Context: an optimization exercise on an open-source flow, tuned for small area and a short achievable clock period. The choices shown serve that exercise and are no tape-out recipe. At most, simulation tests tie the RTL to the original design; equivalence was not proved. The clock input has no modelled driver; a real chip could not lean on it and would need a root buffer or a full tree. No activity file was given, so power comes from the tool's default toggle rates.

Setup of rev 12:
// router_top
module router_top(input clk,rstn,re_0,re_1,re_2,pkt_valid,
	      input[7:0]data_in,
	      output vld_out_0,vld_out_1,vld_out_2,err,busy,
	      output[7:0]data_out_0,data_out_1,data_out_2);
For scale: roughly 1,400 cells after synthesis, ~580 flip-flops, roughly 22,000 um2 of cells after synthesis.
make LEC_CHECK=0 CAP_MARGIN=0 CORE_MARGIN=2 CORE_UTILIZATION=60 SETUP_SLACK_MARGIN=2.8 SLEW_MARGIN=0 finish   # period 5.0 ns
run.sh (not shown) runs the stock make flow with config.mk's settings and CLKGATE_MAP_FILE= SYNTH_SCRIPT=/design/flow/synth_recipe.tcl, a recipe that flattens the netlist after the stock synthesis.
#### Input delta (rev 13 over rev 12)
- SETUP_SLACK_MARGIN: 2.8 -> 3.0
==> run summary <==
- Every stage of the flow completed for rev 13, and the final layout passed the timing, design-rule and antenna checks.
- Higher shortest period the worst path allows goes to rev 12 over rev 13.
- Rev 12 has lower setup slack than rev 13.
- The overall routed net length reported for rev 13 is greater than that of rev 12 by about 7%.
- Taking rev 12 as the reference, in rev 13 buffer count excluding the clock tree in the final layout moved up; met2 routed wirelength moved up.
- As far as number of logic stages on the critical path including buffering is concerned, rev 13 and rev 12 perform about the same.
No run of this note included a check of the RTL's function; only the layout flow was run.

router_top, a different RTL version from the one above (not shown whole).
For scale: about 580 flip-flops, about 43 I/O pins, ~0.022 mm^2 of cells after synthesis.
export LEC_CHECK = 0
export CAP_MARGIN = 0
export CORE_MARGIN = 2
export CORE_UTILIZATION = 60
export SETUP_SLACK_MARGIN = 3.1
export SLEW_MARGIN = 0
create_clock -name core_clock -period 5.0 [get_ports {clk}]
standard.sh (not shown) runs the stock make flow with config.mk's settings and CLKGATE_MAP_FILE= SYNTH_SCRIPT=/design/flow/synth_recipe.tcl, a recipe that flattens the netlist after the stock synthesis.
==> flow/flow/run.sh <==
#!/bin/bash
# The standard layout, except that the clock tree is built by flow/manual_cts.tcl:
# the clock port drives four root buffers, each driving the leaf buffers of
# about 25 flip-flops apiece. Each tool's output goes to its own log here.
set -euo pipefail
export PRE_CTS_TCL="$PWD/flow/pre_cts.tcl"
export MCTS_PER=25
export MCTS_ROOTS=4
bash standard.sh > standard.log 2>&1
==> flow/flow/manual_cts.tcl <==
# Two-level clock tree: the clock port drives one root buffer, which drives
# one leaf buffer per cluster of about 28 flip-flops (k-means on position).
proc mcts_build {} {
  set block [ord::get_db_block]
  set db [ord::get_db]
  set clk [$block findNet clk]
  set master [$db findMaster sky130_fd_sc_hd__clkbuf_16]
  set sinks {}
  foreach it [$clk getITerms] {
    if {[$it isInputSignal] || [[$it getMTerm] getSigType] eq "CLOCK" || [[$it getMTerm] getName] eq "CLK"} {
      set inst [$it getInst]
      set b [$inst getBBox]
      lappend sinks [list $it [expr {([$b xMin]+[$b xMax])/2.0}] [expr {([$b yMin]+[$b yMax])/2.0}]]
    }
  }
  set n [llength $sinks]
  set per $::env(MCTS_PER)
  set k [expr {int(ceil(double($n)/$per))}]
  # k-means, seeded along a serpentine order
  set sorted [lsort -real -index 2 $sinks]
  set cx {}; set cy {}
  for {set i 0} {$i < $k} {incr i} {
    set s [lindex $sorted [expr {int(($i + 0.5) * $n / $k)}]]
    lappend cx [lindex $s 1]; lappend cy [lindex $s 2]
  }
  set cap [expr {int(ceil(double($n)/$k * 1.15))}]
  for {set iter 0} {$iter < 30} {incr iter} {
    # capacity-limited assignment: sinks in order of their best distance
    set pairs {}
    set si 0
    foreach s $sinks {
      set x [lindex $s 1]; set y [lindex $s 2]
      for {set c 0} {$c < $k} {incr c} {
        set d [expr {abs($x - [lindex $cx $c]) + abs($y - [lindex $cy $c])}]
        lappend pairs [list $d $si $c]
      }
      incr si
    }
    set pairs [lsort -real -index 0 $pairs]
    set assign [lrepeat $n -1]
    set cnt [lrepeat $k 0]
    foreach p $pairs {
      lassign $p d si c
      if {[lindex $assign $si] >= 0} continue
      if {[lindex $cnt $c] >= $cap} continue
      lset assign $si $c
      lset cnt $c [expr {[lindex $cnt $c] + 1}]
    }
    set sx [lrepeat $k 0.0]; set sy [lrepeat $k 0.0]
    for {set si 0} {$si < $n} {incr si} {
      set c [lindex $assign $si]
      lset sx $c [expr {[lindex $sx $c] + [lindex $sinks $si 1]}]
      lset sy $c [expr {[lindex $sy $c] + [lindex $sinks $si 2]}]
    }
    for {set c 0} {$c < $k} {incr c} {
      if {[lindex $cnt $c] > 0} {
        lset cx $c [expr {[lindex $sx $c] / [lindex $cnt $c]}]
        lset cy $c [expr {[lindex $sy $c] / [lindex $cnt $c]}]
      }
    }
  }
  puts "MCTS: $n sinks, $k clusters, sizes $cnt"
  set xs [lsort -real $cx]; set ys [lsort -real $cy]
  set mxc [lindex $xs [expr {$k / 2}]]; set myc [lindex $ys [expr {$k / 2}]]
  set groups [dict create]
  for {set c 0} {$c < $k} {incr c} {
    set g [expr {([lindex $cx $c] >= $mxc ? 1 : 0) + ([lindex $cy $c] >= $myc ? 2 : 0)}]
    if {$::env(MCTS_ROOTS) == 1} { set g 0 }
    dict lappend groups $g $c
  }
  set leaves [lrepeat $k {}]
  foreach g [dict keys $groups] {
    set cl [dict get $groups $g]
    set rx 0.0; set ry 0.0
    foreach c $cl { set rx [expr {$rx + [lindex $cx $c]}]; set ry [expr {$ry + [lindex $cy $c]}] }
    set rx [expr {int($rx / [llength $cl])}]; set ry [expr {int($ry / [llength $cl])}]
    set root [odb::dbInst_create $block $master clkbuf_root_$g]
    $root setLocation $rx $ry
    $root setPlacementStatus PLACED
    set rnet [odb::dbNet_create $block clknet_root_$g]
    $rnet setSigType CLOCK
    [$root findITerm A] connect $clk
    [$root findITerm X] connect $rnet
    foreach c $cl {
      set leaf [odb::dbInst_create $block $master clkbuf_leaf_$c]
      $leaf setLocation [expr {int([lindex $cx $c])}] [expr {int([lindex $cy $c])}]
      $leaf setPlacementStatus PLACED
      set lnet [odb::dbNet_create $block clknet_leaf_$c]
      $lnet setSigType CLOCK
      [$leaf findITerm A] connect $rnet
      [$leaf findITerm X] connect $lnet
      lset leaves $c $lnet
    }
  }
  for {set si 0} {$si < $n} {incr si} {
    set it [lindex $sinks $si 0]
    $it disconnect
    $it connect [lindex $leaves [lindex $assign $si]]
  }
  $clk setSigType CLOCK
}
Other scripts of this flow, unchanged in this note and not shown: flow/flow/pre_cts.tcl
Edit:
==> flow/flow/run.sh (replaced) <==
#!/bin/bash
# The standard layout, except that:
# - synthesis maps logic with flow/synth_abc.tcl (Yosys's default ABC script);
# - the clock tree is built by flow/manual_cts.tcl: the clock port drives four
#   root buffers, each driving the leaf buffers of about 28 flip-flops apiece.
# Each tool's output goes to its own log here (and ORFS's logs under orfs/logs).
set -euo pipefail
export PRE_CTS_TCL="$PWD/flow/pre_cts.tcl"
export MCTS_PER=28
export MCTS_ROOTS=4
sed "s#SYNTH_SCRIPT=[^ ]*#SYNTH_SCRIPT=$PWD/flow/synth_abc.tcl#" standard.sh > standard_abc.sh
grep -q "SYNTH_SCRIPT=$PWD/flow/synth_abc.tcl" standard_abc.sh
bash standard_abc.sh > standard.log 2>&1
==> flow/flow/synth_abc.tcl (new file) <==
# The standard flow's synthesis script (synth_recipe.tcl), except that ABC maps the logic
# with Yosys's default, area-oriented ABC script in place of ORFS's speed
# script, which buffers and upsizes for the 5 ns clock; the timing repair
# after placement sizes the cells instead. Registers are mapped before ABC
# runs, so they are the standard synthesis's.
proc synth {args} { yosys synth -nofsm -noshare {*}$args }
proc abc {args} {
  set kept {}
  set skip 0
  foreach a $args {
    if {$skip} { set skip 0; continue }
    if {$a in {-script -D -constr}} { set skip 1; continue }
    lappend kept $a
  }
  yosys abc {*}$kept
}
source $::env(SCRIPTS_DIR)/synth.tcl
# left out here: clear keep_hierarchy, flatten, clean up, hide names made inside functions, write 1_2_yosys.v
Worst setup slack loses 0.030 ns.
Maximum frequency shrinks by 1.6%.
Die area shrinks by about 1.8%.
Worst hold slack stays flat.
No run of this note takes its clock network from TritonCTS; it comes from the design's own scripts or RTL.

== v54 ==
router_top again, from the RTL that the note above started with.
clock: 5.0 ns
lec_check: 0
cap_margin: 0
core_margin: 2
core_utilization: 65
setup_slack_margin: 3.1
slew_margin: 0
==> flow/flow/run.sh <==
#!/bin/bash
# The standard layout, except that the clock tree is built by flow/manual_cts.tcl:
# the clock port drives four root buffers, each driving the leaf buffers of
# about 28 flip-flops apiece. Each tool's output goes to its own log here.
set -euo pipefail
export PRE_CTS_TCL="$PWD/flow/pre_cts.tcl"
export MCTS_PER=28
export MCTS_ROOTS=4
bash standard.sh > standard.log 2>&1
==> flow/flow/pre_cts.tcl <==
# Runs before ORFS's clock tree synthesis step: builds the clock tree by hand
# (manual_cts.tcl) and turns clock_tree_synthesis into a no-op for this step.
source [file join [file dirname [info script]] manual_cts.tcl]
mcts_build
set_propagated_clock [all_clocks]
proc clock_tree_synthesis {args} { puts "clock tree already built by manual_cts.tcl" }
Scripts as last shown in full above: flow/flow/manual_cts.tcl
The flow did not stop early for v54: all stages ran, and the layout cleared the timing, design-rule and antenna checks.
For v44, these inputs were changed with respect to v54:
Settings: changing CORE_UTILIZATION from 65 to 60; changing SETUP_SLACK_MARGIN from 3.1 to 3.15.
## What came out
Relative to v54, v44 improves final critical delay including setup and external delays. Going from v54 to v44, required time of the critical path closely matched the old numbers, utilization decreased by 4.2 points relative to the old numbers, endpoint arrival time on the critical path decreased by 0.04 ns relative to the old numbers. Status: routability congestion estimate from global placement parity (v54, v44). Setup slack in v44 is larger than in v54. In the reports for v54 and v44, the larger clock network power share belongs to v44. The wire length of the first global-routing pass reported for v44 is greater than that of v54 by about 3.6%. Net count of the mapped netlist: v44 vs v54 identical. Die area | v44 > v54. Compared v44 vs v54, and routed length on met3 is down in v44. v54 vs v44, timing startpoint of the critical path: q0.pos[14] vs q0.mem[80].
The inputs of v27 differ from those of v44 as listed below.
Settings: a change of SETUP_SLACK_MARGIN from 3.15 to 3.05.
- No run among v44 and v27 stopped early or left any final violation; all are clean.
- The met1 demand-to-capacity share in global routing of v27 exceeds that of v44 by 1.3 points.
- For the sequential share of layout area, v27 came in 1.4 points higher than v44 did.
- Relative to v44, worst hold slack has gone up in v27.
- Between v44 and v27, the difference in internal power is negligible.
What v1 does differently from v27 at the input level:
Settings: putting PLACE_DENSITY at 0.68 where nothing was set; swapping 3.05 for 3.1 in SETUP_SLACK_MARGIN.
## What came out
v1 — area added between synthesis and finish 1.0 points higher, v27 as reference. Total power after layout: v1 vs v27, no meaningful difference. Number of well taps: v1 vs v27 identical. | power share of the clock group | v27 vs v1 | ≈ equal |. v1 ended up with a higher final design instance area without fill than v27 did. Summary of v1 over v27: clock network power saw little to no change, starting DRC count in detailed routing saw an increase, utilization saw an increase. Re half-perimeter wire length after placement: v27 and v1 aren't equal, and the lower value belongs to v1. Compared to v27, v1 shows a narrower setup margin.
diff inputs: v1 => v34
Settings: PLACE_DENSITY removed (was 0.68).
==> comparison <==
- Summary of v34 over v1: global-route usage shows a reduction of 0.19 points; area taken by flip-flops and latches shows no meaningful change; number of filler instances in the final layout shows an increase of 1.8%; final-layout worst hold slack shows a reduction of 0.026 ns.
- Re utilization: v1 was higher than v34.
- Of the two values seen for slowest stage cell on the critical path, sky130_fd_sc_hd__a222oi_1 was produced by v1 and sky130_fd_sc_hd__edfxtp_1 by v34.
- Between v1 and v34, sequential share of layout area increased.
- Of v34 and v1, it is v34 that has the lower final area.
- Re setup slack of the critical path after layout: v34 is 0.076 ns up on v1.
- Relative area change from synthesis to final layout in v34 is 0.97 points below v1.
> inputs changed (v34 -> v38)
Settings: GPL_ROUTABILITY_DRIVEN: unset -> 0.
### Flow results
- Reported for v38 and v34, number of synthesized flops with an enable pin turned out identical to the last digit.
- v38 finished all stages; the layout is clean.
- Diff v38..v34 | area taken by multi-input logic gates | unchanged
- Re die outline area: no difference whatsoever between v38 and v34.
No run of this note takes its clock network from TritonCTS; it comes from the design's own scripts or RTL.

Another version of the RTL of router_top (not shown whole).
Size: ~1,600 cells after synthesis, about 540 flip-flops, about 43 I/O pins.
==> flow/config.mk <==
export PLATFORM = sky130hd
export DESIGN_NAME = router_top
export DESIGN_NICKNAME = router_top
export VERILOG_FILES = /design/flow/design.v
export SDC_FILE = /design/flow/constraint.sdc
export NUM_CORES = 4
export LEC_CHECK = 0
export CAP_MARGIN = 20
export CORE_MARGIN = 2
export CORE_UTILIZATION = 40
export SETUP_SLACK_MARGIN = 3.0
export SLEW_MARGIN = 20
==> flow/constraint.sdc <==
create_clock -name core_clock -period 5.0 [get_ports {clk}]
set_input_delay 1.0000 -clock core_clock [delete_from_list [all_inputs] [get_ports {clk}]]
set_output_delay 1.0000 -clock core_clock [all_outputs]
set_load 0.01 [all_outputs]
run.sh (not shown) runs the stock make flow with config.mk's settings and CLKGATE_MAP_FILE= SYNTH_SCRIPT=/design/flow/synth_recipe.tcl, a recipe that flattens the netlist after the stock synthesis.
Stock flow here: none of the scripts above is used.
The starting point finished clean.
Edit:
SETUP_SLACK_MARGIN = 2.5   (was 3.0)
Outcome:
- register-to-register slack degrades by 0.16 ns
- via count drops by a few percent
- total power drops by a few percent
- sequential power barely changes
- combinational power drops by a quarter to a third
- cell area drops by a little under a tenth
- clock-buffer cell count climbs by 5
- routed wire length drops by roughly a tenth
No run of this note included a check of the RTL's function; only the layout flow was run.

## run 4
router_top, a different RTL version from the one above (not shown whole).
Size: ~1600 cells after synthesis, about 580 flip-flops, about 43 I/O pins, about 0.022 mm2 of cells after synthesis.
clock: 5.0 ns
lec_check: 0
cap_margin: 0
core_margin: 2
core_utilization: 60
cts_buf_list: sky130_fd_sc_hd__clkbuf_8
setup_slack_margin: 3.0
slew_margin: 0
Run 4 ran to completion and came out clean on the timing, design-rule and antenna checks.
Here is what was changed in the inputs of run 1 compared with run 4.
- CAP_MARGIN now 20, was 0
- CTS_BUF_LIST no longer set, was sky130_fd_sc_hd__clkbuf_8
- SLEW_MARGIN now 20, was 0
## What came out
Worst setup slack ended up 0.012 ns higher on run 1 than on run 4. Per the comparison of run 1 with run 4, area share of buffers outside the clock network level; sequential share of layout area moved down; power moved up; sequential cell fraction of total power moved down. Relative to run 4, the fill cell total of the finished layout measured on run 1 has decreased by a few percent. Between run 1 and run 4, the wire length of the first global-routing pass is higher for run 4. Against run 4, run 1 reports a number of resized instances in the post-cts repair step that is lower. Taking run 4 as the reference, in run 1 cell area has increased; fmax moved up.
No functional check of the RTL was part of any run of this note.

Another version of the RTL of router_top (not shown whole).
For scale: roughly 1600 cells after synthesis, about 43 I/O pins.
Settings: LEC_CHECK=0, CAP_MARGIN=0, CORE_MARGIN=2, CORE_UTILIZATION=60, SETUP_SLACK_MARGIN=3.3, SLEW_MARGIN=0; clock period 5.0 ns.
Then changed:
==> flow/flow/run.sh (new file) <==
#!/bin/bash
# The standard layout, with clock tree synthesis using larger sink clusters
# and no dummy balancing loads. Each tool's output goes to its own log here.
set -euo pipefail
export CTS_ARGS="-sink_clustering_enable -repair_clock_nets -sink_clustering_size 30 -sink_clustering_max_diameter 60 -dont_use_dummy_load"
bash standard.sh > standard.log 2>&1
==> flow/standard.sh (new file) <==
#!/bin/bash
# synth_recipe.tcl (not shown) runs the flow's synth.tcl, then flattens the netlist and writes it again
# the make line also repeats each setting of config.mk as NAME=value (left out here)
make -C /OpenROAD-flow-scripts/flow DESIGN_CONFIG=/design/flow/config.mk WORK_HOME=/design/flow/orfs CLKGATE_MAP_FILE= SYNTH_SCRIPT=/design/flow/synth_recipe.tcl "${@:-finish}"
SETUP_SLACK_MARGIN = 3.0   (was 3.3)
removed: flow/run.sh
What happened:
- die area stays the same
- count of clock-buffer cells in the layout falls by 50
- flip-flop and latch count is unchanged
- fmax went up by 6.4%
- total power is lower by 16%
- cell area falls by 16%
Then changed:
==> flow/run.sh (new file) <==
#!/bin/bash
# synth_recipe.tcl (not shown) runs the flow's synth.tcl, then flattens the netlist and writes it again
# the make line also repeats each setting of config.mk as NAME=value (left out here)
make -C /OpenROAD-flow-scripts/flow DESIGN_CONFIG=/design/flow/config.mk WORK_HOME=/design/flow/orfs CLKGATE_MAP_FILE= SYNTH_SCRIPT=/design/flow/synth_recipe.tcl finish
removed: flow/flow/run.sh
removed: flow/standard.sh
After rerunning: The changed run went through all stages and came out clean; wire length is higher by 1.5%; non-clock buffer count is higher by 6; sequential power barely changes.

## static timing again, ports no longer ideal
In the flow no input, the clock included, has a driving cell. The finished layouts below were timed again as built, in two steps. Step 1: set_driving_cell puts a clkbuf_16 on clk and a buf_2 on each other input, an assumption about the parent block. Step 2 also shifts input and output timing later by t, the mid clock arrival at the registers, as if the neighbouring blocks saw the same clock. Slacks: no drivers / after step 1 / after step 2; pairs: no drivers / after step 1.
run | shift t [ns] | setup slack, ns | worst register clock-pin slew, ns
rev 12 | 0.643 | 2.847 / 2.789 / 2.241 | 0.06 / 0.06
rev 13 | 0.655 | 2.920 / 2.866 / 2.503 | 0.06 / 0.06
the first run of note 2 | 0.458 | 3.111 / 3.026 / 2.775 | 0.10 / 0.10
the second run of note 2 | 0.464 | 3.080 / 3.024 / 2.764 | 0.12 / 0.12
v54 | 0.472 | 3.118 / 3.023 / 2.763 | 0.12 / 0.12
v44 | 0.463 | 3.140 / 3.046 / 2.809 | 0.11 / 0.11
v27 | 0.462 | 3.080 / 2.962 / 2.737 | 0.12 / 0.12
v1 | 0.454 | 3.061 / 3.021 / 2.697 | 0.11 / 0.11
v34 | 0.459 | 3.138 / 3.030 / 2.791 | 0.11 / 0.11
v38 | 0.459 | 3.138 / 3.030 / 2.791 | 0.11 / 0.11
the first run of note 4 | 0.655 | 2.736 / 2.736 / 2.322 | 0.07 / 0.07
the second run of note 4 | 0.655 | 2.542 / 2.486 / 1.992 | 0.06 / 0.06
run 4 | 0.684 | 2.831 / 2.817 / 2.227 | 0.07 / 0.07
run 1 | 0.653 | 2.843 / 2.843 / 2.239 | 0.07 / 0.07
the first run of note 6 | 0.666 | 2.880 / 2.847 / 2.322 | 0.07 / 0.07
the second run of note 6 | 0.593 | 3.007 / 2.949 / 2.532 | 0.10 / 0.10
the third run of note 6 | 0.663 | 2.920 / 2.862 / 2.530 | 0.07 / 0.07
After both steps setup and hold are still met in every run listed. The setup slack of rev 12, which loses most, moves by -0.058 ns with the drivers and by -0.606 ns with both steps.
